Background: an optimization exercise with open tools, aiming at small area and a short achievable clock period. Do not read the settings as production practice.
Only simulation tests tie the RTL to the original design; equivalence was not proved.

`design/flow/flow/run.sh`:
```
#!/bin/bash
# Layout flow: the standard ORFS flow (standard.sh, unchanged synthesis), with
#  - after synthesis, flow/polarity.py flips full-adder cells (FA(~a,~b,~c) = ~FA(a,b,c))
#    so that fewer inverters are needed around them; registers are untouched
#  - port buffers made of plain buffers instead of the delay cells buffer_ports picks
set -euo pipefail
cd "$(dirname "$0")/.."
source flow/params.sh
export BUFFER_PORTS_ARGS
export SETUP_SLACK_MARGIN
R=orfs/results/sky130hd/mul_pipe_single/base
bash standard.sh synth > synth.log 2>&1
if [[ "${POLARITY:-1}" == 1 ]]; then
  cp $R/1_2_yosys.v $R/1_2_yosys.std.v
  python3 flow/polarity.py $R/1_2_yosys.std.v $R/1_2_yosys.v > polarity.log 2>&1
  rm -f $R/1_synth.odb
fi
bash standard.sh > standard.log 2>&1
```
`design/flow/flow/params.sh`:
```
BUFFER_PORTS_ARGS="-buffer_cell sky130_fd_sc_hd__buf_1"
SETUP_SLACK_MARGIN=5.4
POLARITY=1
```
`design/flow/flow/polarity.py`:
```
#!/usr/bin/env python3
"""Remove inverters around full adders in a flat gate-level netlist.

An xor2/xnor2 cell can be swapped for the other to invert its output. A full adder is self-dual: FA(~a, ~b, ~c) = (~cout, ~sum). So a full-adder cell can be
"flipped" (fed the complements of its inputs, its outputs then carry the complements of
their old values) without changing the circuit's function. This script chooses which
full adders to flip so that as few inverters as possible are needed, then rewrites the
netlist: inverters that only feed cell pins are removed and re-created where needed.
Registers, ports and all other cells are untouched.

usage: polarity.py IN.v OUT.v
"""
import random
import re
import sys
from collections import defaultdict

INV = re.compile(r'sky130_fd_sc_hd__(clk)?inv_\d+$')
FA = re.compile(r'sky130_fd_sc_hd__fa_\d+$')
XO = re.compile(r'sky130_fd_sc_hd__x(n?)or2_(\d+)$')
OUTPINS = {'X', 'Y', 'Q', 'Q_N', 'SUM', 'COUT', 'HI', 'LO'}

src = open(sys.argv[1]).read()
m = re.search(r'\bmodule\b.*?;', src, re.S)
endm = src.rindex('endmodule')
body = src[m.end():endm]

# statements of the module body
stmts = [s for s in re.split(r';', body)]
cells = []    # dict(type, name, pins: [(pin, net)], idx)
other = []    # (idx, text)
ports = set()
for i, s in enumerate(stmts):
    t = s.strip()
    if not t:
        continue
    cm = re.match(r'(sky130_fd_sc_hd__\w+)\s+(\S+)\s*\((.*)\)\s*$', t, re.S)
    if cm:
        pins = [(p, n.strip()) for p, n in re.findall(r'\.(\w+)\(([^()]*)\)', cm.group(3))]
        cells.append({'type': cm.group(1), 'name': cm.group(2), 'pins': pins})
        continue
    pm = re.match(r'(input|output|inout)\s+(\[[^\]]*\]\s*)?(\S+)', t)
    if pm:
        ports.add(pm.group(3))
    other.append(t)

def base_name(net):
    return re.sub(r'\s*\[\d+\]$', '', net.strip())

driver = {}
loads = defaultdict(list)   # net -> [(cell index, pin index)]
for ci, c in enumerate(cells):
    for pi, (p, n) in enumerate(c['pins']):
        if p in OUTPINS:
            driver[n] = ci
        else:
            loads[n].append((ci, pi))
# nets read by assign statements or ports count as fixed loads
assign_rhs = set()
for t in other:
    am = re.match(r'assign\s+(.*?)\s*=\s*(.*)$', t, re.S)
    if am:
        for tok in re.findall(r'\\\S+|[A-Za-z_][\w$]*(?:\s*\[\d+\])?', am.group(2)):
            assign_rhs.add(tok.strip())

def is_port_net(n):
    return base_name(n) in ports

# removable inverters: output feeds only cell input pins, is no port, no assign source
removable = set()
for ci, c in enumerate(cells):
    if INV.match(c['type']):
        y = dict(c['pins'])['Y']
        if not is_port_net(y) and y not in assign_rhs and y in loads:
            removable.add(ci)

def resolve(net):
    """logical source of a net: (base net, polarity) through removable inverters"""
    pol = 0
    seen = 0
    while net in driver and driver[net] in removable and seen < 100:
        net = dict(cells[driver[net]]['pins'])['A']
        pol ^= 1
        seen += 1
    return net, pol

fas = [ci for ci, c in enumerate(cells) if FA.match(c['type'])]
xos = [ci for ci, c in enumerate(cells) if XO.match(c['type'])]
flip = defaultdict(int)

# load requirements: list of (cell index, pin index, base, pol)
reqs = []
for ci, c in enumerate(cells):
    if ci in removable:
        continue
    for pi, (p, n) in enumerate(c['pins']):
        if p in OUTPINS:
            continue
        b, pol = resolve(n)
        reqs.append((ci, pi, b, pol))
by_base = defaultdict(list)
by_cell = defaultdict(list)
for r in reqs:
    by_base[r[2]].append(r)
    by_cell[r[0]].append(r)

def phys(b):
    d = driver.get(b)
    return flip[d] if d is not None and (FA.match(cells[d]['type']) or XO.match(cells[d]['type'])) else 0

def need(r):
    ci, pi, b, pol = r
    want = pol ^ (flip[ci] if FA.match(cells[ci]['type']) else 0)
    return want ^ phys(b)

def base_cost(b):
    return 1 if any(need(r) for r in by_base[b]) else 0

def fa_bases(ci):
    bs = {r[2] for r in by_cell[ci]}
    for p, n in cells[ci]['pins']:
        if p in OUTPINS:
            bs.add(n)
    return bs

total0 = sum(base_cost(b) for b in by_base)
movable = fas + xos
rng = random.Random(1)
best = None
for trial in range(30):
    if trial:
        for ci in movable:
            flip[ci] = best[ci]
        # perturb the best solution a little, then descend again
        for ci in rng.sample(movable, max(1, len(movable) // 10)):
            flip[ci] ^= 1
    for sweep in range(200):
        changed = False
        order = list(movable)
        rng.shuffle(order)
        for ci in order:
            bs = fa_bases(ci)
            before = sum(base_cost(b) for b in bs)
            flip[ci] ^= 1
            after = sum(base_cost(b) for b in bs)
            if after < before:
                changed = True
            elif after == before and rng.random() < 0.3 and sweep < 150:
                pass
            else:
                flip[ci] ^= 1
        if not changed and sweep >= 150:
            break
    cost = sum(base_cost(b) for b in by_base)
    if best is None or cost < best_cost:
        best, best_cost = {ci: flip[ci] for ci in movable}, cost
for ci in movable:
    flip[ci] = best[ci]
total1 = sum(base_cost(b) for b in by_base)

# rewrite
def esc(n):
    return n + ' ' if n.startswith('\\') else n

comp = {}
newcells = []
k = 0
for b in by_base:
    if base_cost(b):
        k += 1
        nn = f'polinv_n{k}'
        comp[b] = nn
        newcells.append(f'  sky130_fd_sc_hd__inv_1 polinv_{k} (\n    .A({esc(b)}),\n    .Y({nn})\n  );')
for r in reqs:
    ci, pi, b, pol = r
    p, _ = cells[ci]['pins'][pi]
    cells[ci]['pins'][pi] = (p, comp[b] if need(r) else b)

out = [src[:m.end()], '\n']
for t in other:
    out.append('  ' + t + ' ;\n')
for nn in comp.values():
    out.append(f'  wire {nn};\n')
for ci, c in enumerate(cells):
    if ci in removable:
        continue
    xm = XO.match(c['type'])
    if xm and flip[ci]:
        c['type'] = f"sky130_fd_sc_hd__{'xor2' if xm.group(1) else 'xnor2'}_{xm.group(2)}"
        # xor2 drives X, xnor2 drives Y
        c['pins'] = [({'X': 'Y', 'Y': 'X'}.get(p, p), n) for p, n in c['pins']]
    pins = ',\n'.join(f'    .{p}({esc(n)})' for p, n in c['pins'])
    out.append(f'  {c["type"]} {c["name"]} (\n{pins}\n  );\n')
out.append('\n'.join(newcells) + '\n')
out.append(src[endm:])
open(sys.argv[2], 'w').write(''.join(out))
print(f'polarity: {len(fas)} full adders, {sum(flip[c] for c in fas)} flipped, '
      f'{sum(flip[c] for c in xos)} of {len(xos)} xor/xnor swapped, inverters {len(removable)} removable -> {len(comp)} needed '
      f'(cost before {total0}, after {total1})', file=sys.stderr)
```
`design/flow/standard.sh`:
```
#!/bin/bash
# synth_recipe.tcl (not shown) runs the flow's synth.tcl, then flattens the netlist and writes it again
# the make line also repeats each setting of config.mk as NAME=value (left out here)
make -C /OpenROAD-flow-scripts/flow DESIGN_CONFIG=/design/flow/config.mk WORK_HOME=/design/flow/orfs CLKGATE_MAP_FILE= SYNTH_SCRIPT=/design/flow/synth_recipe.tcl "${@:-finish}"
```
`design/flow/config.mk`:
```
export PLATFORM = sky130hd
export DESIGN_NAME = mul_pipe_single
export DESIGN_NICKNAME = mul_pipe_single
export VERILOG_FILES = /design/flow/design.v
export SDC_FILE = /design/flow/constraint.sdc
export NUM_CORES = 4
export LEC_CHECK = 0
export CAP_MARGIN = 20
export CORE_MARGIN = 2
export CORE_UTILIZATION = 40
export SLEW_MARGIN = 20
```
`design/flow/constraint.sdc`:
```
create_clock -name core_clock -period 10.0 [get_ports {clk}]
set_input_delay 2.0000 -clock core_clock [delete_from_list [all_inputs] [get_ports {clk}]]
set_output_delay 2.0000 -clock core_clock [all_outputs]
set_load 0.01 [all_outputs]
```
`design/flow/design.v`:
```
`timescale 1ns/1ps
module mul_pipe_single #(
  parameter XLEN    = 32,
  parameter RD_BITS = 5,
  parameter TAG_W   = 4
) (
  input  wire                 clk,
  input  wire                 rst,
  input  wire                 EX_mul,
  input  wire [XLEN-1:0]      EX_mul_a,
  input  wire [XLEN-1:0]      EX_mul_b,
  input  wire [RD_BITS-1:0]   EX_mul_rd,
  input  wire [TAG_W-1:0]     EX_mul_tag,
  input  wire                 MEM_we,     
  input  wire                 MEM_jlx,    
  output wire                 mul_result_valid,
  output wire [XLEN-1:0]      mul_result,
  output wire [RD_BITS-1:0]   mul_rd,           
  output wire [TAG_W-1:0]     mul_result_tag,   
  output wire                 mul_busy,
  output wire [RD_BITS-1:0]   mul_busy_rd,
  output wire [TAG_W-1:0]     mul_busy_tag,
  output wire                 mul_wb_conflict_stall,
  output wire                 mul_issue_stall
);
  reg  [2:0]         cnt;
  reg  [31:0]        a;
  reg  [31:0]        pbn;     
  reg  [3:0]         bo, bt;   
  reg  [23:0]        acc;
  reg  [2:0]         kc;      
  reg  [RD_BITS-1:0] rd;
  reg  [TAG_W-1:0]   tag;
  wire idle  = (cnt == 3'd0);
  wire valid = (cnt == 3'd5);
  assign mul_busy         = !idle;
  assign mul_result_valid = valid;
  assign mul_result       = valid ? ~pbn : 32'd0;
  assign mul_rd           = valid ? rd  : {RD_BITS{1'b0}};
  assign mul_result_tag   = valid ? tag : {TAG_W{1'b0}};
  assign mul_busy_rd      = mul_rd;
  assign mul_busy_tag     = mul_result_tag;
  assign mul_wb_conflict_stall = valid && (MEM_we || MEM_jlx);
  assign mul_issue_stall       = EX_mul && !idle;
  wire [8:0] nw = idle ? {EX_mul_b[7:0], 1'b0} : ~pbn[15:7];
  wire [3:0] no, nt;
  wire [3:0] bn = ~{pbn[7], pbn[5], pbn[3], pbn[1]};
  genvar gj;
  generate
    for (gj = 0; gj < 4; gj = gj + 1) begin : g_booth
      assign no[gj] = nw[2*gj] ^ nw[2*gj+1];
      assign nt[gj] = (nw[2*gj+2] & ~nw[2*gj+1] & ~nw[2*gj]) | (~nw[2*gj+2] & nw[2*gj+1] & nw[2*gj]);
    end
  endgenerate
  wire [31:0] sa, sb, x;
  wire [2:0]  kco;     
  wire pp1;
  wire pp2;
  wire pp3;
  wire pp4;
  wire pp5;
  wire pp6;
  wire pp7;
  wire pp8;
  wire pp9;
  wire pp10;
  wire pp11;
  wire pp12;
  wire pp13;
  wire pp14;
  wire pp15;
  wire pp16;
  wire pp17;
  wire pp18;
  wire pp19;
  wire pp20;
  wire pp21;
  wire pp22;
  wire pp23;
  wire pp24;
  wire pp25;
  wire pp26;
  wire pp27;
  wire pp28;
  wire pp29;
  wire pp30;
  wire pp31;
  wire pp32;
  wire pp33;
  wire pp34;
  wire pp35;
  wire pp36;
  wire pp37;
  wire pp38;
  wire pp39;
  wire pp40;
  wire pp41;
  wire pp42;
  wire pp43;
  wire pp44;
  wire pp45;
  wire pp46;
  wire pp47;
  wire pp48;
  wire pp49;
  wire pp50;
  wire pp51;
  wire pp52;
  wire pp53;
  wire pp54;
  wire pp55;
  wire pp56;
  wire pp57;
  wire pp58;
  wire pp59;
  wire pp60;
  wire pp61;
  wire pp62;
  wire pp63;
  wire pp64;
  wire pp65;
  wire pp66;
  wire pp67;
  wire pp68;
  wire pp69;
  wire pp70;
  wire pp71;
  wire pp72;
  wire pp73;
  wire pp74;
  wire pp75;
  wire pp76;
  wire pp77;
  wire pp78;
  wire pp79;
  wire pp80;
  wire pp81;
  wire pp82;
  wire pp83;
  wire pp84;
  wire pp85;
  wire pp86;
  wire pp87;
  wire pp88;
  wire pp89;
  wire pp90;
  wire pp91;
  wire pp92;
  wire pp93;
  wire pp94;
  wire pp95;
  wire pp96;
  wire pp97;
  wire pp98;
  wire pp99;
  wire pp100;
  wire pp101;
  wire pp102;
  wire pp103;
  wire pp104;
  wire pp105;
  wire pp106;
  wire pp107;
  wire pp108;
  wire pp109;
  wire pp110;
  wire pp111;
  wire pp112;
  wire pp113;
  wire pp114;
  wire pp115;
  wire pp116;
  wire s117;
  wire c118;
  wire s119;
  wire c120;
  wire s121;
  wire c122;
  wire s123;
  wire c124;
  wire s125;
  wire c126;
  wire s127;
  wire c128;
  wire s129;
  wire c130;
  wire s131;
  wire c132;
  wire s133;
  wire c134;
  wire s135;
  wire c136;
  wire s137;
  wire c138;
  wire s139;
  wire c140;
  wire s141;
  wire c142;
  wire s143;
  wire c144;
  wire s145;
  wire c146;
  wire s147;
  wire c148;
  wire s149;
  wire c150;
  wire s151;
  wire c152;
  wire s153;
  wire c154;
  wire s155;
  wire c156;
  wire s157;
  wire c158;
  wire s159;
  wire c160;
  wire s161;
  wire c162;
  wire s163;
  wire c164;
  wire s165;
  wire c166;
  wire s167;
  wire c168;
  wire s169;
  wire c170;
  wire s171;
  wire c172;
  wire s173;
  wire c174;
  wire s175;
  wire c176;
  wire s177;
  wire c178;
  wire s179;
  wire c180;
  wire s181;
  wire c182;
  wire s183;
  wire c184;
  wire s185;
  wire c186;
  wire s187;
  wire c188;
  wire s189;
  wire c190;
  wire s191;
  wire c192;
  wire s193;
  wire c194;
  wire s195;
  wire c196;
  wire s197;
  wire c198;
  wire s199;
  wire c200;
  wire s201;
  wire c202;
  wire s203;
  wire c204;
  wire s205;
  wire c206;
  wire s207;
  wire c208;
  wire s209;
  wire c210;
  wire s211;
  wire c212;
  wire s213;
  wire c214;
  wire s215;
  wire c216;
  wire s217;
  wire c218;
  wire s219;
  wire c220;
  wire s221;
  wire c222;
  wire s223;
  wire c224;
  wire s225;
  wire c226;
  wire s227;
  wire c228;
  wire s229;
  wire c230;
  wire s231;
  wire c232;
  wire s233;
  wire c234;
  wire s235;
  wire c236;
  wire s237;
  wire c238;
  wire s239;
  wire c240;
  wire s241;
  wire c242;
  wire s243;
  wire c244;
  wire s245;
  wire c246;
  wire s247;
  wire c248;
  wire s249;
  wire c250;
  wire s251;
  wire c252;
  wire s253;
  wire c254;
  wire s255;
  wire c256;
  wire s257;
  wire c258;
  wire s259;
  wire c260;
  wire s261;
  wire c262;
  wire s263;
  wire c264;
  wire s265;
  wire c266;
  wire s267;
  wire c268;
  wire s269;
  wire c270;
  wire s271;
  wire c272;
  wire s273;
  wire c274;
  wire s275;
  wire c276;
  wire s277;
  wire c278;
  wire s279;
  wire c280;
  wire s281;
  wire c282;
  wire s283;
  wire c284;
  wire s285;
  wire c286;
  wire s287;
  wire c288;
  wire s289;
  wire c290;
  wire s291;
  wire c292;
  wire s293;
  wire c294;
  wire s295;
  wire c296;
  wire s297;
  wire c298;
  wire s299;
  wire c300;
  wire s301;
  wire c302;
  wire s303;
  wire c304;
  wire s305;
  wire c306;
  wire s307;
  wire c308;
  wire s309;
  wire c310;
  wire s311;
  wire c312;
  wire s313;
  wire c314;
  wire s315;
  wire c316;
  wire s317;
  wire c318;
  wire s319;
  wire c320;
  wire s321;
  wire c322;
  wire s323;
  wire c324;
  wire s325;
  wire c326;
  wire s327;
  wire c328;
  wire s329;
  wire c330;
  wire s331;
  wire c332;
  wire g333;
  wire p334;
  wire g335;
  wire p336;
  wire g337;
  wire p338;
  wire g339;
  wire p340;
  wire g341;
  wire p342;
  wire g343;
  wire p344;
  wire g345;
  wire p346;
  wire g347;
  wire p348;
  wire g349;
  wire p350;
  wire g351;
  wire p352;
  wire g353;
  wire p354;
  wire g355;
  wire p356;
  wire g357;
  wire p358;
  wire g359;
  wire p360;
  wire g361;
  wire p362;
  wire g363;
  wire p364;
  wire g365;
  wire p366;
  wire g367;
  wire p368;
  wire g369;
  wire p370;
  wire g371;
  wire p372;
  wire g373;
  wire p374;
  wire g375;
  wire p376;
  wire g377;
  wire p378;
  wire g379;
  wire p380;
  wire g381;
  wire p382;
  wire g383;
  wire p384;
  wire g385;
  wire p386;
  wire g387;
  wire p388;
  wire g389;
  wire p390;
  wire g391;
  wire p392;
  wire g393;
  wire p394;
  wire g395;
  wire p396;
  wire g397;
  wire g398;
  wire p399;
  wire g400;
  wire p401;
  wire g402;
  wire p403;
  wire g404;
  wire p405;
  wire g406;
  wire p407;
  wire g408;
  wire p409;
  wire g410;
  wire p411;
  wire g412;
  wire p413;
  wire g414;
  wire p415;
  wire g416;
  wire p417;
  wire g418;
  wire p419;
  wire g420;
  wire p421;
  wire g422;
  wire p423;
  wire g424;
  wire p425;
  wire g426;
  wire p427;
  wire g428;
  wire p429;
  wire g430;
  wire p431;
  wire g432;
  wire p433;
  wire g434;
  wire p435;
  wire g436;
  wire p437;
  wire g438;
  wire p439;
  wire g440;
  wire p441;
  wire g442;
  wire p443;
  wire g444;
  wire p445;
  wire g446;
  wire p447;
  wire g448;
  wire p449;
  wire g450;
  wire p451;
  wire g452;
  wire p453;
  wire g454;
  wire p455;
  wire g456;
  wire p457;
  wire g458;
  wire p459;
  wire g460;
  wire p461;
  wire g462;
  wire p463;
  wire g464;
  wire p465;
  wire g466;
  wire p467;
  wire g468;
  wire p469;
  wire g470;
  wire p471;
  wire g472;
  wire p473;
  wire g474;
  wire p475;
  wire g476;
  wire p477;
  wire g478;
  wire p479;
  wire g480;
  wire p481;
  wire g482;
  wire p483;
  wire g484;
  wire p485;
  wire g486;
  wire p487;
  wire g488;
  wire p489;
  wire g490;
  wire p491;
  wire g492;
  wire p493;
  assign pp1 = (bo[0] & a[0]) ^ bn[0];
  assign pp2 = ((bo[0] & a[1]) | (bt[0] & a[0])) ^ bn[0];
  assign pp3 = ((bo[0] & a[2]) | (bt[0] & a[1])) ^ bn[0];
  assign pp4 = ((bo[0] & a[3]) | (bt[0] & a[2])) ^ bn[0];
  assign pp5 = ((bo[0] & a[4]) | (bt[0] & a[3])) ^ bn[0];
  assign pp6 = ((bo[0] & a[5]) | (bt[0] & a[4])) ^ bn[0];
  assign pp7 = ((bo[0] & a[6]) | (bt[0] & a[5])) ^ bn[0];
  assign pp8 = ((bo[0] & a[7]) | (bt[0] & a[6])) ^ bn[0];
  assign pp9 = ((bo[0] & a[8]) | (bt[0] & a[7])) ^ bn[0];
  assign pp10 = ((bo[0] & a[9]) | (bt[0] & a[8])) ^ bn[0];
  assign pp11 = ((bo[0] & a[10]) | (bt[0] & a[9])) ^ bn[0];
  assign pp12 = ((bo[0] & a[11]) | (bt[0] & a[10])) ^ bn[0];
  assign pp13 = ((bo[0] & a[12]) | (bt[0] & a[11])) ^ bn[0];
  assign pp14 = ((bo[0] & a[13]) | (bt[0] & a[12])) ^ bn[0];
  assign pp15 = ((bo[0] & a[14]) | (bt[0] & a[13])) ^ bn[0];
  assign pp16 = ((bo[0] & a[15]) | (bt[0] & a[14])) ^ bn[0];
  assign pp17 = ((bo[0] & a[16]) | (bt[0] & a[15])) ^ bn[0];
  assign pp18 = ((bo[0] & a[17]) | (bt[0] & a[16])) ^ bn[0];
  assign pp19 = ((bo[0] & a[18]) | (bt[0] & a[17])) ^ bn[0];
  assign pp20 = ((bo[0] & a[19]) | (bt[0] & a[18])) ^ bn[0];
  assign pp21 = ((bo[0] & a[20]) | (bt[0] & a[19])) ^ bn[0];
  assign pp22 = ((bo[0] & a[21]) | (bt[0] & a[20])) ^ bn[0];
  assign pp23 = ((bo[0] & a[22]) | (bt[0] & a[21])) ^ bn[0];
  assign pp24 = ((bo[0] & a[23]) | (bt[0] & a[22])) ^ bn[0];
  assign pp25 = ((bo[0] & a[24]) | (bt[0] & a[23])) ^ bn[0];
  assign pp26 = ((bo[0] & a[25]) | (bt[0] & a[24])) ^ bn[0];
  assign pp27 = ((bo[0] & a[26]) | (bt[0] & a[25])) ^ bn[0];
  assign pp28 = ((bo[0] & a[27]) | (bt[0] & a[26])) ^ bn[0];
  assign pp29 = ((bo[0] & a[28]) | (bt[0] & a[27])) ^ bn[0];
  assign pp30 = ((bo[0] & a[29]) | (bt[0] & a[28])) ^ bn[0];
  assign pp31 = ((bo[0] & a[30]) | (bt[0] & a[29])) ^ bn[0];
  assign pp32 = ((bo[0] & a[31]) | (bt[0] & a[30])) ^ bn[0];
  assign pp33 = (bo[1] & a[0]) ^ bn[1];
  assign pp34 = ((bo[1] & a[1]) | (bt[1] & a[0])) ^ bn[1];
  assign pp35 = ((bo[1] & a[2]) | (bt[1] & a[1])) ^ bn[1];
  assign pp36 = ((bo[1] & a[3]) | (bt[1] & a[2])) ^ bn[1];
  assign pp37 = ((bo[1] & a[4]) | (bt[1] & a[3])) ^ bn[1];
  assign pp38 = ((bo[1] & a[5]) | (bt[1] & a[4])) ^ bn[1];
  assign pp39 = ((bo[1] & a[6]) | (bt[1] & a[5])) ^ bn[1];
  assign pp40 = ((bo[1] & a[7]) | (bt[1] & a[6])) ^ bn[1];
  assign pp41 = ((bo[1] & a[8]) | (bt[1] & a[7])) ^ bn[1];
  assign pp42 = ((bo[1] & a[9]) | (bt[1] & a[8])) ^ bn[1];
  assign pp43 = ((bo[1] & a[10]) | (bt[1] & a[9])) ^ bn[1];
  assign pp44 = ((bo[1] & a[11]) | (bt[1] & a[10])) ^ bn[1];
  assign pp45 = ((bo[1] & a[12]) | (bt[1] & a[11])) ^ bn[1];
  assign pp46 = ((bo[1] & a[13]) | (bt[1] & a[12])) ^ bn[1];
  assign pp47 = ((bo[1] & a[14]) | (bt[1] & a[13])) ^ bn[1];
  assign pp48 = ((bo[1] & a[15]) | (bt[1] & a[14])) ^ bn[1];
  assign pp49 = ((bo[1] & a[16]) | (bt[1] & a[15])) ^ bn[1];
  assign pp50 = ((bo[1] & a[17]) | (bt[1] & a[16])) ^ bn[1];
  assign pp51 = ((bo[1] & a[18]) | (bt[1] & a[17])) ^ bn[1];
  assign pp52 = ((bo[1] & a[19]) | (bt[1] & a[18])) ^ bn[1];
  assign pp53 = ((bo[1] & a[20]) | (bt[1] & a[19])) ^ bn[1];
  assign pp54 = ((bo[1] & a[21]) | (bt[1] & a[20])) ^ bn[1];
  assign pp55 = ((bo[1] & a[22]) | (bt[1] & a[21])) ^ bn[1];
  assign pp56 = ((bo[1] & a[23]) | (bt[1] & a[22])) ^ bn[1];
  assign pp57 = ((bo[1] & a[24]) | (bt[1] & a[23])) ^ bn[1];
  assign pp58 = ((bo[1] & a[25]) | (bt[1] & a[24])) ^ bn[1];
  assign pp59 = ((bo[1] & a[26]) | (bt[1] & a[25])) ^ bn[1];
  assign pp60 = ((bo[1] & a[27]) | (bt[1] & a[26])) ^ bn[1];
  assign pp61 = ((bo[1] & a[28]) | (bt[1] & a[27])) ^ bn[1];
  assign pp62 = ((bo[1] & a[29]) | (bt[1] & a[28])) ^ bn[1];
  assign pp63 = (bo[2] & a[0]) ^ bn[2];
  assign pp64 = ((bo[2] & a[1]) | (bt[2] & a[0])) ^ bn[2];
  assign pp65 = ((bo[2] & a[2]) | (bt[2] & a[1])) ^ bn[2];
  assign pp66 = ((bo[2] & a[3]) | (bt[2] & a[2])) ^ bn[2];
  assign pp67 = ((bo[2] & a[4]) | (bt[2] & a[3])) ^ bn[2];
  assign pp68 = ((bo[2] & a[5]) | (bt[2] & a[4])) ^ bn[2];
  assign pp69 = ((bo[2] & a[6]) | (bt[2] & a[5])) ^ bn[2];
  assign pp70 = ((bo[2] & a[7]) | (bt[2] & a[6])) ^ bn[2];
  assign pp71 = ((bo[2] & a[8]) | (bt[2] & a[7])) ^ bn[2];
  assign pp72 = ((bo[2] & a[9]) | (bt[2] & a[8])) ^ bn[2];
  assign pp73 = ((bo[2] & a[10]) | (bt[2] & a[9])) ^ bn[2];
  assign pp74 = ((bo[2] & a[11]) | (bt[2] & a[10])) ^ bn[2];
  assign pp75 = ((bo[2] & a[12]) | (bt[2] & a[11])) ^ bn[2];
  assign pp76 = ((bo[2] & a[13]) | (bt[2] & a[12])) ^ bn[2];
  assign pp77 = ((bo[2] & a[14]) | (bt[2] & a[13])) ^ bn[2];
  assign pp78 = ((bo[2] & a[15]) | (bt[2] & a[14])) ^ bn[2];
  assign pp79 = ((bo[2] & a[16]) | (bt[2] & a[15])) ^ bn[2];
  assign pp80 = ((bo[2] & a[17]) | (bt[2] & a[16])) ^ bn[2];
  assign pp81 = ((bo[2] & a[18]) | (bt[2] & a[17])) ^ bn[2];
  assign pp82 = ((bo[2] & a[19]) | (bt[2] & a[18])) ^ bn[2];
  assign pp83 = ((bo[2] & a[20]) | (bt[2] & a[19])) ^ bn[2];
  assign pp84 = ((bo[2] & a[21]) | (bt[2] & a[20])) ^ bn[2];
  assign pp85 = ((bo[2] & a[22]) | (bt[2] & a[21])) ^ bn[2];
  assign pp86 = ((bo[2] & a[23]) | (bt[2] & a[22])) ^ bn[2];
  assign pp87 = ((bo[2] & a[24]) | (bt[2] & a[23])) ^ bn[2];
  assign pp88 = ((bo[2] & a[25]) | (bt[2] & a[24])) ^ bn[2];
  assign pp89 = ((bo[2] & a[26]) | (bt[2] & a[25])) ^ bn[2];
  assign pp90 = ((bo[2] & a[27]) | (bt[2] & a[26])) ^ bn[2];
  assign pp91 = (bo[3] & a[0]) ^ bn[3];
  assign pp92 = ((bo[3] & a[1]) | (bt[3] & a[0])) ^ bn[3];
  assign pp93 = ((bo[3] & a[2]) | (bt[3] & a[1])) ^ bn[3];
  assign pp94 = ((bo[3] & a[3]) | (bt[3] & a[2])) ^ bn[3];
  assign pp95 = ((bo[3] & a[4]) | (bt[3] & a[3])) ^ bn[3];
  assign pp96 = ((bo[3] & a[5]) | (bt[3] & a[4])) ^ bn[3];
  assign pp97 = ((bo[3] & a[6]) | (bt[3] & a[5])) ^ bn[3];
  assign pp98 = ((bo[3] & a[7]) | (bt[3] & a[6])) ^ bn[3];
  assign pp99 = ((bo[3] & a[8]) | (bt[3] & a[7])) ^ bn[3];
  assign pp100 = ((bo[3] & a[9]) | (bt[3] & a[8])) ^ bn[3];
  assign pp101 = ((bo[3] & a[10]) | (bt[3] & a[9])) ^ bn[3];
  assign pp102 = ((bo[3] & a[11]) | (bt[3] & a[10])) ^ bn[3];
  assign pp103 = ((bo[3] & a[12]) | (bt[3] & a[11])) ^ bn[3];
  assign pp104 = ((bo[3] & a[13]) | (bt[3] & a[12])) ^ bn[3];
  assign pp105 = ((bo[3] & a[14]) | (bt[3] & a[13])) ^ bn[3];
  assign pp106 = ((bo[3] & a[15]) | (bt[3] & a[14])) ^ bn[3];
  assign pp107 = ((bo[3] & a[16]) | (bt[3] & a[15])) ^ bn[3];
  assign pp108 = ((bo[3] & a[17]) | (bt[3] & a[16])) ^ bn[3];
  assign pp109 = ((bo[3] & a[18]) | (bt[3] & a[17])) ^ bn[3];
  assign pp110 = ((bo[3] & a[19]) | (bt[3] & a[18])) ^ bn[3];
  assign pp111 = ((bo[3] & a[20]) | (bt[3] & a[19])) ^ bn[3];
  assign pp112 = ((bo[3] & a[21]) | (bt[3] & a[20])) ^ bn[3];
  assign pp113 = ((bo[3] & a[22]) | (bt[3] & a[21])) ^ bn[3];
  assign pp114 = ((bo[3] & a[23]) | (bt[3] & a[22])) ^ bn[3];
  assign pp115 = ((bo[3] & a[24]) | (bt[3] & a[23])) ^ bn[3];
  assign pp116 = ((bo[3] & a[25]) | (bt[3] & a[24])) ^ bn[3];
  assign s117 = acc[4] ^ pp5 ^ pp35;
  assign c118 = (acc[4] & pp5) | (acc[4] & pp35) | (pp5 & pp35);
  assign s119 = acc[5] ^ pp6 ^ pp36;
  assign c120 = (acc[5] & pp6) | (acc[5] & pp36) | (pp6 & pp36);
  assign s121 = acc[6] ^ pp7 ^ pp37;
  assign c122 = (acc[6] & pp7) | (acc[6] & pp37) | (pp7 & pp37);
  assign s123 = pp65 ^ pp91 ^ bn[3];
  assign c124 = (pp65 & pp91) | (pp65 & bn[3]) | (pp91 & bn[3]);
  assign s125 = acc[7] ^ pp8 ^ pp38;
  assign c126 = (acc[7] & pp8) | (acc[7] & pp38) | (pp8 & pp38);
  assign s127 = pp66 ^ pp92 ^ s125;
  assign c128 = (pp66 & pp92) | (pp66 & s125) | (pp92 & s125);
  assign s129 = acc[8] ^ pp9 ^ pp39;
  assign c130 = (acc[8] & pp9) | (acc[8] & pp39) | (pp9 & pp39);
  assign s131 = pp67 ^ pp93 ^ kc[1];
  assign c132 = (pp67 & pp93) | (pp67 & kc[1]) | (pp93 & kc[1]);
  assign s133 = acc[9] ^ pp10 ^ pp40;
  assign c134 = (acc[9] & pp10) | (acc[9] & pp40) | (pp10 & pp40);
  assign s135 = pp68 ^ pp94 ^ s133;
  assign c136 = (pp68 & pp94) | (pp68 & s133) | (pp94 & s133);
  assign s137 = acc[10] ^ pp11 ^ pp41;
  assign c138 = (acc[10] & pp11) | (acc[10] & pp41) | (pp11 & pp41);
  assign s139 = pp69 ^ pp95 ^ s137;
  assign c140 = (pp69 & pp95) | (pp69 & s137) | (pp95 & s137);
  assign s141 = acc[11] ^ pp12 ^ pp42;
  assign c142 = (acc[11] & pp12) | (acc[11] & pp42) | (pp12 & pp42);
  assign s143 = pp70 ^ pp96 ^ s141;
  assign c144 = (pp70 & pp96) | (pp70 & s141) | (pp96 & s141);
  assign s145 = acc[12] ^ pp13 ^ pp43;
  assign c146 = (acc[12] & pp13) | (acc[12] & pp43) | (pp13 & pp43);
  assign s147 = pp71 ^ pp97 ^ s145;
  assign c148 = (pp71 & pp97) | (pp71 & s145) | (pp97 & s145);
  assign s149 = acc[13] ^ pp14 ^ pp44;
  assign c150 = (acc[13] & pp14) | (acc[13] & pp44) | (pp14 & pp44);
  assign s151 = pp72 ^ pp98 ^ s149;
  assign c152 = (pp72 & pp98) | (pp72 & s149) | (pp98 & s149);
  assign s153 = acc[14] ^ pp15 ^ pp45;
  assign c154 = (acc[14] & pp15) | (acc[14] & pp45) | (pp15 & pp45);
  assign s155 = pp73 ^ pp99 ^ s153;
  assign c156 = (pp73 & pp99) | (pp73 & s153) | (pp99 & s153);
  assign s157 = acc[15] ^ pp16 ^ pp46;
  assign c158 = (acc[15] & pp16) | (acc[15] & pp46) | (pp16 & pp46);
  assign s159 = pp74 ^ pp100 ^ s157;
  assign c160 = (pp74 & pp100) | (pp74 & s157) | (pp100 & s157);
  assign s161 = acc[16] ^ pp17 ^ pp47;
  assign c162 = (acc[16] & pp17) | (acc[16] & pp47) | (pp17 & pp47);
  assign s163 = pp75 ^ pp101 ^ kc[2];
  assign c164 = (pp75 & pp101) | (pp75 & kc[2]) | (pp101 & kc[2]);
  assign s165 = acc[17] ^ pp18 ^ pp48;
  assign c166 = (acc[17] & pp18) | (acc[17] & pp48) | (pp18 & pp48);
  assign s167 = pp76 ^ pp102 ^ s165;
  assign c168 = (pp76 & pp102) | (pp76 & s165) | (pp102 & s165);
  assign s169 = acc[18] ^ pp19 ^ pp49;
  assign c170 = (acc[18] & pp19) | (acc[18] & pp49) | (pp19 & pp49);
  assign s171 = pp77 ^ pp103 ^ s169;
  assign c172 = (pp77 & pp103) | (pp77 & s169) | (pp103 & s169);
  assign s173 = acc[19] ^ pp20 ^ pp50;
  assign c174 = (acc[19] & pp20) | (acc[19] & pp50) | (pp20 & pp50);
  assign s175 = pp78 ^ pp104 ^ s173;
  assign c176 = (pp78 & pp104) | (pp78 & s173) | (pp104 & s173);
  assign s177 = acc[20] ^ pp21 ^ pp51;
  assign c178 = (acc[20] & pp21) | (acc[20] & pp51) | (pp21 & pp51);
  assign s179 = pp79 ^ pp105 ^ s177;
  assign c180 = (pp79 & pp105) | (pp79 & s177) | (pp105 & s177);
  assign s181 = acc[21] ^ pp22 ^ pp52;
  assign c182 = (acc[21] & pp22) | (acc[21] & pp52) | (pp22 & pp52);
  assign s183 = pp80 ^ pp106 ^ s181;
  assign c184 = (pp80 & pp106) | (pp80 & s181) | (pp106 & s181);
  assign s185 = acc[22] ^ pp23 ^ pp53;
  assign c186 = (acc[22] & pp23) | (acc[22] & pp53) | (pp23 & pp53);
  assign s187 = pp81 ^ pp107 ^ s185;
  assign c188 = (pp81 & pp107) | (pp81 & s185) | (pp107 & s185);
  assign s189 = acc[23] ^ pp24 ^ pp54;
  assign c190 = (acc[23] & pp24) | (acc[23] & pp54) | (pp24 & pp54);
  assign s191 = pp82 ^ pp108 ^ s189;
  assign c192 = (pp82 & pp108) | (pp82 & s189) | (pp108 & s189);
  assign s193 = pp25 ^ pp55 ^ pp83;
  assign c194 = (pp25 & pp55) | (pp25 & pp83) | (pp55 & pp83);
  assign s195 = pp26 ^ pp56 ^ pp84;
  assign c196 = (pp26 & pp56) | (pp26 & pp84) | (pp56 & pp84);
  assign s197 = pp27 ^ pp57 ^ pp85;
  assign c198 = (pp27 & pp57) | (pp27 & pp85) | (pp57 & pp85);
  assign s199 = pp28 ^ pp58 ^ pp86;
  assign c200 = (pp28 & pp58) | (pp28 & pp86) | (pp58 & pp86);
  assign s201 = pp29 ^ pp59 ^ pp87;
  assign c202 = (pp29 & pp59) | (pp29 & pp87) | (pp59 & pp87);
  assign s203 = pp30 ^ pp60 ^ pp88;
  assign c204 = (pp30 & pp60) | (pp30 & pp88) | (pp60 & pp88);
  assign s205 = pp31 ^ pp61 ^ pp89;
  assign c206 = (pp31 & pp61) | (pp31 & pp89) | (pp61 & pp89);
  assign s207 = pp32 ^ pp62 ^ pp90;
  assign c208 = (pp32 & pp62) | (pp32 & pp90) | (pp62 & pp90);
  assign s209 = acc[2] ^ pp3 ^ pp33;
  assign c210 = (acc[2] & pp3) | (acc[2] & pp33) | (pp3 & pp33);
  assign s211 = acc[3] ^ pp4 ^ pp34;
  assign c212 = (acc[3] & pp4) | (acc[3] & pp34) | (pp4 & pp34);
  assign s213 = pp63 ^ bn[2] ^ s117;
  assign c214 = (pp63 & bn[2]) | (pp63 & s117) | (bn[2] & s117);
  assign s215 = pp64 ^ s119 ^ c118;
  assign c216 = (pp64 & s119) | (pp64 & c118) | (s119 & c118);
  assign s217 = s121 ^ s123 ^ c120;
  assign c218 = (s121 & s123) | (s121 & c120) | (s123 & c120);
  assign s219 = s127 ^ c122 ^ c124;
  assign c220 = (s127 & c122) | (s127 & c124) | (c122 & c124);
  assign s221 = s129 ^ s131 ^ c126;
  assign c222 = (s129 & s131) | (s129 & c126) | (s131 & c126);
  assign s223 = s135 ^ c130 ^ c132;
  assign c224 = (s135 & c130) | (s135 & c132) | (c130 & c132);
  assign s225 = s139 ^ c134 ^ c136;
  assign c226 = (s139 & c134) | (s139 & c136) | (c134 & c136);
  assign s227 = s143 ^ c138 ^ c140;
  assign c228 = (s143 & c138) | (s143 & c140) | (c138 & c140);
  assign s229 = s147 ^ c142 ^ c144;
  assign c230 = (s147 & c142) | (s147 & c144) | (c142 & c144);
  assign s231 = s151 ^ c146 ^ c148;
  assign c232 = (s151 & c146) | (s151 & c148) | (c146 & c148);
  assign s233 = s155 ^ c150 ^ c152;
  assign c234 = (s155 & c150) | (s155 & c152) | (c150 & c152);
  assign s235 = s159 ^ c154 ^ c156;
  assign c236 = (s159 & c154) | (s159 & c156) | (c154 & c156);
  assign s237 = s161 ^ s163 ^ c158;
  assign c238 = (s161 & s163) | (s161 & c158) | (s163 & c158);
  assign s239 = s167 ^ c162 ^ c164;
  assign c240 = (s167 & c162) | (s167 & c164) | (c162 & c164);
  assign s241 = s171 ^ c166 ^ c168;
  assign c242 = (s171 & c166) | (s171 & c168) | (c166 & c168);
  assign s243 = s175 ^ c170 ^ c172;
  assign c244 = (s175 & c170) | (s175 & c172) | (c170 & c172);
  assign s245 = s179 ^ c174 ^ c176;
  assign c246 = (s179 & c174) | (s179 & c176) | (c174 & c176);
  assign s247 = s183 ^ c178 ^ c180;
  assign c248 = (s183 & c178) | (s183 & c180) | (c178 & c180);
  assign s249 = s187 ^ c182 ^ c184;
  assign c250 = (s187 & c182) | (s187 & c184) | (c182 & c184);
  assign s251 = s191 ^ c186 ^ c188;
  assign c252 = (s191 & c186) | (s191 & c188) | (c186 & c188);
  assign s253 = pp109 ^ s193 ^ c190;
  assign c254 = (pp109 & s193) | (pp109 & c190) | (s193 & c190);
  assign s255 = pp110 ^ s195 ^ c194;
  assign c256 = (pp110 & s195) | (pp110 & c194) | (s195 & c194);
  assign s257 = pp111 ^ s197 ^ c196;
  assign c258 = (pp111 & s197) | (pp111 & c196) | (s197 & c196);
  assign s259 = pp112 ^ s199 ^ c198;
  assign c260 = (pp112 & s199) | (pp112 & c198) | (s199 & c198);
  assign s261 = pp113 ^ s201 ^ c200;
  assign c262 = (pp113 & s201) | (pp113 & c200) | (s201 & c200);
  assign s263 = pp114 ^ s203 ^ c202;
  assign c264 = (pp114 & s203) | (pp114 & c202) | (s203 & c202);
  assign s265 = pp115 ^ s205 ^ c204;
  assign c266 = (pp115 & s205) | (pp115 & c204) | (s205 & c204);
  assign s267 = pp116 ^ s207 ^ c206;
  assign c268 = (pp116 & s207) | (pp116 & c206) | (s207 & c206);
  assign s269 = acc[0] ^ pp1 ^ kc[0];
  assign c270 = (acc[0] & pp1) | (acc[0] & kc[0]) | (pp1 & kc[0]);
  assign s271 = acc[1] ^ pp2;
  assign c272 = acc[1] & pp2;
  assign s273 = bn[1] ^ s209;
  assign c274 = bn[1] & s209;
  assign s275 = s211 ^ c210;
  assign c276 = s211 & c210;
  assign s277 = s213 ^ c212;
  assign c278 = s213 & c212;
  assign s279 = s215 ^ c214;
  assign c280 = s215 & c214;
  assign s281 = s217 ^ c216;
  assign c282 = s217 & c216;
  assign s283 = s219 ^ c218;
  assign c284 = s219 & c218;
  assign s285 = c128 ^ s221 ^ c220;
  assign c286 = (c128 & s221) | (c128 & c220) | (s221 & c220);
  assign s287 = s223 ^ c222;
  assign c288 = s223 & c222;
  assign s289 = s225 ^ c224;
  assign c290 = s225 & c224;
  assign s291 = s227 ^ c226;
  assign c292 = s227 & c226;
  assign s293 = s229 ^ c228;
  assign c294 = s229 & c228;
  assign s295 = s231 ^ c230;
  assign c296 = s231 & c230;
  assign s297 = s233 ^ c232;
  assign c298 = s233 & c232;
  assign s299 = s235 ^ c234;
  assign c300 = s235 & c234;
  assign s301 = c160 ^ s237 ^ c236;
  assign c302 = (c160 & s237) | (c160 & c236) | (s237 & c236);
  assign s303 = s239 ^ c238;
  assign c304 = s239 & c238;
  assign s305 = s241 ^ c240;
  assign c306 = s241 & c240;
  assign s307 = s243 ^ c242;
  assign c308 = s243 & c242;
  assign s309 = s245 ^ c244;
  assign c310 = s245 & c244;
  assign s311 = s247 ^ c246;
  assign c312 = s247 & c246;
  assign s313 = s249 ^ c248;
  assign c314 = s249 & c248;
  assign s315 = s251 ^ c250;
  assign c316 = s251 & c250;
  assign s317 = c192 ^ s253 ^ c252;
  assign c318 = (c192 & s253) | (c192 & c252) | (s253 & c252);
  assign s319 = s255 ^ c254;
  assign c320 = s255 & c254;
  assign s321 = s257 ^ c256;
  assign c322 = s257 & c256;
  assign s323 = s259 ^ c258;
  assign c324 = s259 & c258;
  assign s325 = s261 ^ c260;
  assign c326 = s261 & c260;
  assign s327 = s263 ^ c262;
  assign c328 = s263 & c262;
  assign s329 = s265 ^ c264;
  assign c330 = s265 & c264;
  assign s331 = s267 ^ c266;
  assign c332 = s267 & c266;
  assign sa = {s331, s329, s327, s325, s323, s321, s319, s317, s315, s313, s311, s309, s307, s305, s303, s301, s299, s297, s295, s293, s291, s289, s287, s285, s283, s281, s279, s277, s275, s273, s271, s269};
  assign sb = {c330, c328, c326, c324, c322, c320, c318, c316, c314, c312, c310, c308, c306, c304, c302, c300, c298, c296, c294, c292, c290, c288, c286, c284, c282, c280, c278, c276, c274, c272, c270, 1'b0};
  assign g333 = (sa[0] & sb[0]);
  assign p334 = (sa[0] ^ sb[0]);
  assign g335 = (sa[1] & sb[1]);
  assign p336 = (sa[1] ^ sb[1]);
  assign g337 = (sa[2] & sb[2]);
  assign p338 = (sa[2] ^ sb[2]);
  assign g339 = (sa[3] & sb[3]);
  assign p340 = (sa[3] ^ sb[3]);
  assign g341 = (sa[4] & sb[4]);
  assign p342 = (sa[4] ^ sb[4]);
  assign g343 = (sa[5] & sb[5]);
  assign p344 = (sa[5] ^ sb[5]);
  assign g345 = (sa[6] & sb[6]);
  assign p346 = (sa[6] ^ sb[6]);
  assign g347 = (sa[7] & sb[7]);
  assign p348 = (sa[7] ^ sb[7]);
  assign g349 = (sa[8] & sb[8]);
  assign p350 = (sa[8] ^ sb[8]);
  assign g351 = (sa[9] & sb[9]);
  assign p352 = (sa[9] ^ sb[9]);
  assign g353 = (sa[10] & sb[10]);
  assign p354 = (sa[10] ^ sb[10]);
  assign g355 = (sa[11] & sb[11]);
  assign p356 = (sa[11] ^ sb[11]);
  assign g357 = (sa[12] & sb[12]);
  assign p358 = (sa[12] ^ sb[12]);
  assign g359 = (sa[13] & sb[13]);
  assign p360 = (sa[13] ^ sb[13]);
  assign g361 = (sa[14] & sb[14]);
  assign p362 = (sa[14] ^ sb[14]);
  assign g363 = (sa[15] & sb[15]);
  assign p364 = (sa[15] ^ sb[15]);
  assign g365 = (sa[16] & sb[16]);
  assign p366 = (sa[16] ^ sb[16]);
  assign g367 = (sa[17] & sb[17]);
  assign p368 = (sa[17] ^ sb[17]);
  assign g369 = (sa[18] & sb[18]);
  assign p370 = (sa[18] ^ sb[18]);
  assign g371 = (sa[19] & sb[19]);
  assign p372 = (sa[19] ^ sb[19]);
  assign g373 = (sa[20] & sb[20]);
  assign p374 = (sa[20] ^ sb[20]);
  assign g375 = (sa[21] & sb[21]);
  assign p376 = (sa[21] ^ sb[21]);
  assign g377 = (sa[22] & sb[22]);
  assign p378 = (sa[22] ^ sb[22]);
  assign g379 = (sa[23] & sb[23]);
  assign p380 = (sa[23] ^ sb[23]);
  assign g381 = (sa[24] & sb[24]);
  assign p382 = (sa[24] ^ sb[24]);
  assign g383 = (sa[25] & sb[25]);
  assign p384 = (sa[25] ^ sb[25]);
  assign g385 = (sa[26] & sb[26]);
  assign p386 = (sa[26] ^ sb[26]);
  assign g387 = (sa[27] & sb[27]);
  assign p388 = (sa[27] ^ sb[27]);
  assign g389 = (sa[28] & sb[28]);
  assign p390 = (sa[28] ^ sb[28]);
  assign g391 = (sa[29] & sb[29]);
  assign p392 = (sa[29] ^ sb[29]);
  assign g393 = (sa[30] & sb[30]);
  assign p394 = (sa[30] ^ sb[30]);
  assign g395 = (sa[31] & sb[31]);
  assign p396 = (sa[31] ^ sb[31]);
  assign g397 = g333 | (p334 & bn[0]);
  assign g398 = g335 | (p336 & g397);
  assign p399 = p336 & p334;
  assign g400 = g339 | (p340 & g337);
  assign p401 = p340 & p338;
  assign g402 = g343 | (p344 & g341);
  assign p403 = p344 & p342;
  assign g404 = g347 | (p348 & g345);
  assign p405 = p348 & p346;
  assign g406 = g351 | (p352 & g349);
  assign p407 = p352 & p350;
  assign g408 = g355 | (p356 & g353);
  assign p409 = p356 & p354;
  assign g410 = g359 | (p360 & g357);
  assign p411 = p360 & p358;
  assign g412 = g363 | (p364 & g361);
  assign p413 = p364 & p362;
  assign g414 = g367 | (p368 & g365);
  assign p415 = p368 & p366;
  assign g416 = g371 | (p372 & g369);
  assign p417 = p372 & p370;
  assign g418 = g375 | (p376 & g373);
  assign p419 = p376 & p374;
  assign g420 = g379 | (p380 & g377);
  assign p421 = p380 & p378;
  assign g422 = g383 | (p384 & g381);
  assign p423 = p384 & p382;
  assign g424 = g387 | (p388 & g385);
  assign p425 = p388 & p386;
  assign g426 = g391 | (p392 & g389);
  assign p427 = p392 & p390;
  assign g428 = g395 | (p396 & g393);
  assign p429 = p396 & p394;
  assign g430 = g337 | (p338 & g398);
  assign p431 = p338 & p399;
  assign g432 = g400 | (p401 & g398);
  assign p433 = p401 & p399;
  assign g434 = g345 | (p346 & g402);
  assign p435 = p346 & p403;
  assign g436 = g404 | (p405 & g402);
  assign p437 = p405 & p403;
  assign g438 = g353 | (p354 & g406);
  assign p439 = p354 & p407;
  assign g440 = g408 | (p409 & g406);
  assign p441 = p409 & p407;
  assign g442 = g361 | (p362 & g410);
  assign p443 = p362 & p411;
  assign g444 = g412 | (p413 & g410);
  assign p445 = p413 & p411;
  assign g446 = g369 | (p370 & g414);
  assign p447 = p370 & p415;
  assign g448 = g416 | (p417 & g414);
  assign p449 = p417 & p415;
  assign g450 = g377 | (p378 & g418);
  assign p451 = p378 & p419;
  assign g452 = g420 | (p421 & g418);
  assign p453 = p421 & p419;
  assign g454 = g385 | (p386 & g422);
  assign p455 = p386 & p423;
  assign g456 = g424 | (p425 & g422);
  assign p457 = p425 & p423;
  assign g458 = g393 | (p394 & g426);
  assign p459 = p394 & p427;
  assign g460 = g428 | (p429 & g426);
  assign p461 = p429 & p427;
  assign g462 = g341 | (p342 & g432);
  assign p463 = p342 & p433;
  assign g464 = g402 | (p403 & g432);
  assign p465 = p403 & p433;
  assign g466 = g434 | (p435 & g432);
  assign p467 = p435 & p433;
  assign g468 = g436 | (p437 & g432);
  assign p469 = p437 & p433;
  assign g470 = g357 | (p358 & g440);
  assign p471 = p358 & p441;
  assign g472 = g410 | (p411 & g440);
  assign p473 = p411 & p441;
  assign g474 = g442 | (p443 & g440);
  assign p475 = p443 & p441;
  assign g476 = g444 | (p445 & g440);
  assign p477 = p445 & p441;
  assign g478 = g373 | (p374 & g448);
  assign p479 = p374 & p449;
  assign g480 = g418 | (p419 & g448);
  assign p481 = p419 & p449;
  assign g482 = g450 | (p451 & g448);
  assign p483 = p451 & p449;
  assign g484 = g452 | (p453 & g448);
  assign p485 = p453 & p449;
  assign g486 = g389 | (p390 & g456);
  assign p487 = p390 & p457;
  assign g488 = g426 | (p427 & g456);
  assign p489 = p427 & p457;
  assign g490 = g458 | (p459 & g456);
  assign p491 = p459 & p457;
  assign g492 = g460 | (p461 & g456);
  assign p493 = p461 & p457;
  assign x[0] = p334 ^ bn[0];
  assign x[1] = p336 ^ g397;
  assign x[2] = p338 ^ g398;
  assign x[3] = p340 ^ g430;
  assign x[4] = p342 ^ g432;
  assign x[5] = p344 ^ g462;
  assign x[6] = p346 ^ g464;
  assign x[7] = p348 ^ g466;
  assign kco[0] = g468;
  assign x[8] = p350;
  assign x[9] = p352 ^ g349;
  assign x[10] = p354 ^ g406;
  assign x[11] = p356 ^ g438;
  assign x[12] = p358 ^ g440;
  assign x[13] = p360 ^ g470;
  assign x[14] = p362 ^ g472;
  assign x[15] = p364 ^ g474;
  assign kco[1] = g476;
  assign x[16] = p366;
  assign x[17] = p368 ^ g365;
  assign x[18] = p370 ^ g414;
  assign x[19] = p372 ^ g446;
  assign x[20] = p374 ^ g448;
  assign x[21] = p376 ^ g478;
  assign x[22] = p378 ^ g480;
  assign x[23] = p380 ^ g482;
  assign kco[2] = g484;
  assign x[24] = p382;
  assign x[25] = p384 ^ g381;
  assign x[26] = p386 ^ g422;
  assign x[27] = p388 ^ g454;
  assign x[28] = p390 ^ g456;
  assign x[29] = p392 ^ g486;
  assign x[30] = p394 ^ g488;
  assign x[31] = p396 ^ g490;
  always @(posedge clk) begin
    if (rst) cnt <= 3'd0;
    else if (idle) cnt <= EX_mul ? 3'd1 : 3'd0;
    else if (valid) cnt <= 3'd0;
    else cnt <= cnt + 3'd1;
    bo <= no;
    bt <= nt;
    if (idle) begin
      a     <= EX_mul_a;
      pbn   <= ~EX_mul_b;
      rd    <= EX_mul_rd;
      tag   <= EX_mul_tag;
      acc   <= 24'd0;
      kc    <= 3'd0;
    end else begin
      pbn   <= {~x[7:0], pbn[31:8]};
      acc   <= x[31:8];
      kc    <= kco;
    end
  end
endmodule
```
==> metrics.yaml, run 1 <==
timing:
  fin_tns_setup_ps: 0
  hold_violations: 0
  maxSlewHeadroom: 0.323
  setup_viol: 0
  rsz0062_at_grt: "true"
  fmax_mhz: 224
  maxSlewViolCount: 0
  finalClockSkew_ps: 17.0
  finalCriticalPeriod_ps: 4460
  worst-slew-pin-transition_ps: 1020
  fin_crit_sh: 0.446
cells_and_area:
  syn_to_final_growth_pct: 14.8
  final_nets: 1146
  postLayoutCoreUtil: 0.471
  design_area_um2: 10000
  antennaDiodeCount: 0
  final_layout_size_suffix_gt1_frac: 0.0927
logic_synthesis:
  synthCells: 818
  synth_fp_nets: 1041
  synth_area_per_cell_um2: 10.6
  synth_area_um2: 8710
  yosys_warnings: 1
drt:
  drtAntennaViolNets: 0
  drtIter0Drc: 532
  vias_per_cell: 5.22
  drc_errors: 0
  via_count: 6285
  wl_um: 21600
  first_pass_iters: 5
  drt-wirelength-per-cell_um: 18.0
  wl_met1_um: 9970
  dr_wl_met3_um: 1220
  met2_length_um: 10200
  top_layer: "met4"
setup_path:
  reg2reg_to: "acc[4]$_SDFF_PP0_"
  ff2ff_setup_slack_ps: 5540
  cp-end-kind: "flop"
  critical_path.endpoint: "acc[4]$_SDFF_PP0_"
  cp.required_ps: 10300
  crit_start: "bo[0]$_DFF_P_"
  r2r_start: "bo[0]$_DFF_P_"
  crit_arrival_ps: 4750
  rr_worst_depth: 13
  path_max_fanout: 16
  cp-start-kind: "flop"
  critical_path_class: "reg2reg"
global_routing:
  antenna_found_initial: 0
  grt_pass1_vias: 6315
  overflow: 0
  grtUsageTotal: 0.196
  grt_pass1_wl_um: 34400
  grt_max_degree: 71
clocking:
  cts_inserted_buffers: 9
  cts_hold_buf: 0
  cts.sinks: 111
  clk_latency_ps: 380
  clk_pin_slew_worst_paths_ps: 90
  cts_max_level: 3
  cts_buffer_depth: 2
  clockRootBuffer: "clkbuf_16"
  cts_tree: "built"
min_path:
  min-delay-path-class: "reg2reg"
place:
  gp_congestion: 0.816
  post-dp-hpwl_um: 14900
  portBuffers: 131
  postPlaceCellArea_um2: 9240
floorplan:
  die_h_um: 152
  start_util: 0.410
  row_count: 53
  io_pins: 132
  core_area_um2: 21200
  fp.dieArea_um2: 23000
  die_x_um: 152
outcome:
  status: "no timing/DRC/antenna violations"
job:
  drv_cap: 0
[layer usage]
| layer | up-vias | track usage |
|---|---|---|
| li1 | 2990 | - |
| met1 | 3060 | 0.287 |
| met2 | 217 | 0.306 |
| met3 | 18 | 0.0290 |
| met4 | 0 | 0.0463 |
| met5 | - | 0 |
[final cells by class]
cell class	instances	area (um^2)
clock buffers	9	225
repair buffers	179	952
flip-flops and latches	111	2640
fillers	1997	11200
multi-input cells	602	5660
well taps	275	344
inverters	20	78.8
clock inverters	7	96.3
[stage by stage]
| stage | worst slack, ps | hold slack [ps] | instances |
|---|---|---|---|
| final | 5540 | 476 | 1203 |
| after global routing | 5340 | 500 | 1203 |
| after CTS | 5410 | 476 | 1191 |
| after detailed placement | 4830 | 444 | 1153 |
| after global placement | 4950 | 451 | 1152 |
| after floorplan | 5350 | 426 | 818 |
[critical path, cell delays in order (launching register included)]
cell	delay, ps
dfxtp_2	390
buf_12	170
a22oi_1	100
xnor2_1	260
fa_1	480
fa_1	500
fa_1	400
fa_1	500
ha_1	220
fa_2	420
a21o_1	220
a21oi_4	190
fa_1	410
nor2_1	100
[worst min-delay path by stage]
| stage | start | to | slack, ps | depth (start not counted) |
|---|---|---|---|---|
| 6_report | pbn[23]$_DFF_P_ | pbn[15]$_DFF_P_ | 480 | 2 |
| 5_1_grt | pbn[24]$_DFF_P_ | pbn[16]$_DFF_P_ | 500 | 2 |
| 4_1_cts | pbn[23]$_DFF_P_ | pbn[15]$_DFF_P_ | 480 | 2 |
| 3_5_place_dp | pbn[23]$_DFF_P_ | pbn[15]$_DFF_P_ | 440 | 2 |
| 3_3_place_gp | pbn[29]$_DFF_P_ | pbn[21]$_DFF_P_ | 450 | 2 |
| 2_1_floorplan | pbn[18]$_DFF_P_ | pbn[10]$_DFF_P_ | 430 | 2 |
[timing repair]
action / CTS / global route
pin swaps: 3 / 9
setup endpoints to repair: 20 / 14
gates cloned: 0 / 2
buffers inserted: 22 / 10
gates resized for setup: 15 / 20
[cells in the final DEF (no fill, tap or decap), types with 4 or more instances in the layout]
cell type,count
a22oi_1,107
nor3_1,7
edfxtp_1,41
inv_1,18
a22oi_2,4
and2_1,10
a21oi_1,12
buf_1,131
nand2_1,38
and3_1,9
o21ai_0,30
dfxtp_1,66
ha_1,57
xnor2_1,51
buf_12,4
clkbuf_16,11
fa_1,86
xor2_1,86
nor2_1,64
mux2i_1,6
buf_4,39
a21o_1,4
[registers in the layout, summed over array words and instances, names as in the netlist]
register / count
tag: 4
a: 32
kc: 3
cnt: 3
bt: 4
acc: 24
pbn: 32
bo: 4
rd: 5
==> run 2, diff against run 1 <==
==> design/flow/flow/params.sh (replaced) <==
BUFFER_PORTS_ARGS="-buffer_cell sky130_fd_sc_hd__buf_1"
SETUP_SLACK_MARGIN=5.0
POLARITY=1
==> run 2 against run 1 <==
Net effect: sequential cell count unchanged; critical path depth increased by 2; largest cell class unchanged; final area decreased by 3.5%; clock skew decreased by 1.1 ps; non-clock buffer count decreased by 22; still clean on timing, DRC and antenna; first-iteration DRC count decreased by 11%.
==> metrics.yaml, run 2 <==
timing:
  rsz0062_at_grt: "false"
  maxSlewHeadroom: 0.501  # +0.178
  fmax_mhz: 214  # -4.4%
  worst-slew-pin-transition_ps: 747  # -268 ps
  finalCriticalPeriod_ps: 4660  # +206 ps
  setup_viol: 0  # unchanged
  fin_tns_setup_ps: 0  # unchanged
  maxSlewViolCount: 0  # unchanged
  finalClockSkew_ps: 16.0  # -1.06 ps
  fin_crit_sh: 0.466  # +0.0206
  hold_violations: 0  # unchanged
drt:
  via_count: 6150  # -2.1%
  first_pass_iters: 5  # unchanged
  drtIter0Drc: 472  # -11%
  wl_um: 20200  # -6.7%
  drt-wirelength-per-cell_um: 17.1  # -5.0%
  vias_per_cell: 5.20  # -0.41%
  drtAntennaViolNets: 0  # unchanged
  drc_errors: 0  # unchanged
cells_and_area:
  design_area_um2: 9650  # -3.5%
  final_common_cell: "buf_1"
  final_nets: 1124  # -1.9%
  largestRegisters: "a x32, pbn x32, acc x24"
  stdcell_count: 1182  # -1.7%
  mostFrequentLayoutCells: "131 x buf_1, 110 x a22oi_1, 88 x fa_1"
  syn_to_final_growth_pct: 10.8
  postLayoutCoreUtil: 0.455  # -0.0163
  final_layout_size_suffix_gt1_frac: 0.0563  # -0.0364
  multi_input_area_um2: 5580  # -1.4%
  fill_cells: 2052  # +2.8%
  seq_area_um2: 2640  # about the same
clocking:
  cts_inserted_buffers: 9  # unchanged
  cts_tree: "built"
  cts_buffer_depth: 2  # unchanged
  clockRootBuffer: "clkbuf_16"
  cts.sinks: 111  # unchanged
  clk_pin_slew_worst_paths_ps: 80  # about the same
  clk_latency_ps: 370  # about the same
  cts_max_level: 3  # unchanged
  cts_hold_buf: 0  # unchanged
setup_path:
  crit_family: "adder cells"
  max_stage_delay_ps: 540  # +40 ps
  crit_arrival_ps: 4910  # +160 ps
  ff2ff_setup_slack_ps: 5340  # -210 ps
  path_max_fanout: 8  # -8
  slowest_stage: "edfxtp_1"
  critical_path_class: "reg2reg"
  reg2reg_to: "acc[23]$_SDFF_PP0_"
  rr_worst_depth: 15  # +2
  cp-end-kind: "flop"
  crit_start: "a[19]$_DFFE_PP_"
  path_cells: "a22oi_1 > xor2_1 > fa_1 > fa_1 > fa_1 > fa_1 > ha_1 > fa_1 > inv_1 > nor2b_1 > o21ai_0 > a21boi_0 > o41ai_1 > xnor2_1 > nor2_1"
  cp-start-kind: "flop"
  cp.required_ps: 10240  # -60 ps
  path_buf_inv: 1  # unchanged
  crit_path_frequent_cell: "fa_1"
  r2r_start: "a[19]$_DFFE_PP_"
min_path:
  min-delay-path-class: "reg2reg"
  hold-path-endpoint: "pbn[22]$_DFF_P_"
  min_path_cells: 2  # unchanged
  hold_start: "pbn[30]$_DFF_P_"
global_routing:
  antenna_found_initial: 1  # +1
  grt_pass1_vias: 6076  # -3.8%
  grt_max_degree: 71  # unchanged
  grt_pass1_wl_um: 33100  # -3.6%
  grtUsageTotal: 0.187  # -0.00817
  overflow: 0  # unchanged
floorplan:
  row_count: 53  # unchanged
  io_pins: 132  # unchanged
  core_area_um2: 21200  # unchanged
  die_h_um: 152  # unchanged
  die_x_um: 152  # unchanged
  fp.dieArea_um2: 23000  # unchanged
  start_util: 0.410  # unchanged
outcome:
  status: "no timing/DRC/antenna violations"
place:
  dp.cells: 1153  # unchanged
  gp_congestion: 0.803  # -1.6%
  postPlaceCellArea_um2: 9230  # about the same
  portBuffers: 131  # unchanged
  post-dp-hpwl_um: 15000  # +0.34%
logic_synthesis:
  synth_area_per_cell_um2: 10.6  # unchanged
  synth_area_um2: 8710  # unchanged
  yosys_warnings: 1  # unchanged
  synth_fp_nets: 1041  # unchanged
  synthCells: 818  # unchanged
job:
  drv_cap: 0  # unchanged
==> run 2: layout make-up <==
cell class | count | area share
multi-input combinational | 602 | 0.578
sequential | 111 | 0.273
timing repair buffer | 157 | 0.0712
tap | 275 | 0.0356
clock buffer | 9 | 0.0233
clock inverter | 7 | 0.00959
inverter | 20 | 0.00855
antenna | 1 | 0.000259
==> run 2: tightest hold or removal path, cell delays in order (launching register included) <==
cell     delay (ps)
dfxtp_1         340
nand2_1          50
o21ai_0          60
==> run 2: per-stage QoR <==
step	hold slack, ps	worst slack, ps
2_1_floorplan	426	5270
3_3_place_gp	442	4390
3_5_place_dp	453	4300
4_1_cts	474	5050
5_1_grt	481	5020
6_report	471	5340
==> run 2: worst max path at each step <==
stage	endpoint	slack, ps	cells past startpoint
after global routing	acc[23]$_SDFF_PP0_	5020	15
after CTS	acc[6]$_SDFF_PP0_	5050	15
after global placement	acc[6]$_SDFF_PP0_	4390	14
after floorplan	acc[4]$_SDFF_PP0_	5270	14
after detailed placement	acc[6]$_SDFF_PP0_	4300	14
final	acc[23]$_SDFF_PP0_	5340	15
==> run 2: routing by layer <==
metal | global-route usage | vias up | wire [um]
met5 | 0 | - | 0
met4 | 0.0468 | 0 | 342
met3 | 0.0290 | 22 | 1070
met2 | 0.303 | 188 | 9550
met1 | 0.264 | 2997 | 9220
li1 | - | 2943 | -
==> run 2: repair_timing <==
action,CTS,global route
setup buffers,3,9
setup endpoints to repair,20,14
gates resized for setup,2,3

what the ideal ports hide:
Ports are ideal in the flow. The routed layouts listed here were re-timed in OpenROAD. Step 1, drivers: a clkbuf_16 drives clk and a buf_2 each remaining input, both assumed. Step 2 times the ports against the registers' clock, not the clock port: input delays grow and output delays shrink by t, the midpoint of the rising clock arrivals with the driver on. Slacks: ideal ports / drivers / drivers and shift; pairs: ideal ports / drivers.
run | t, ns | setup slack, ns | worst hold slack (ns)
run 1 | 0.416 | 5.543 / 5.543 / 5.543 | 0.476 / 0.476 / 0.476
run 2 | 0.409 | 5.337 / 5.337 / 5.337 | 0.471 / 0.471 / 0.471
After both steps every run listed still meets setup and hold.
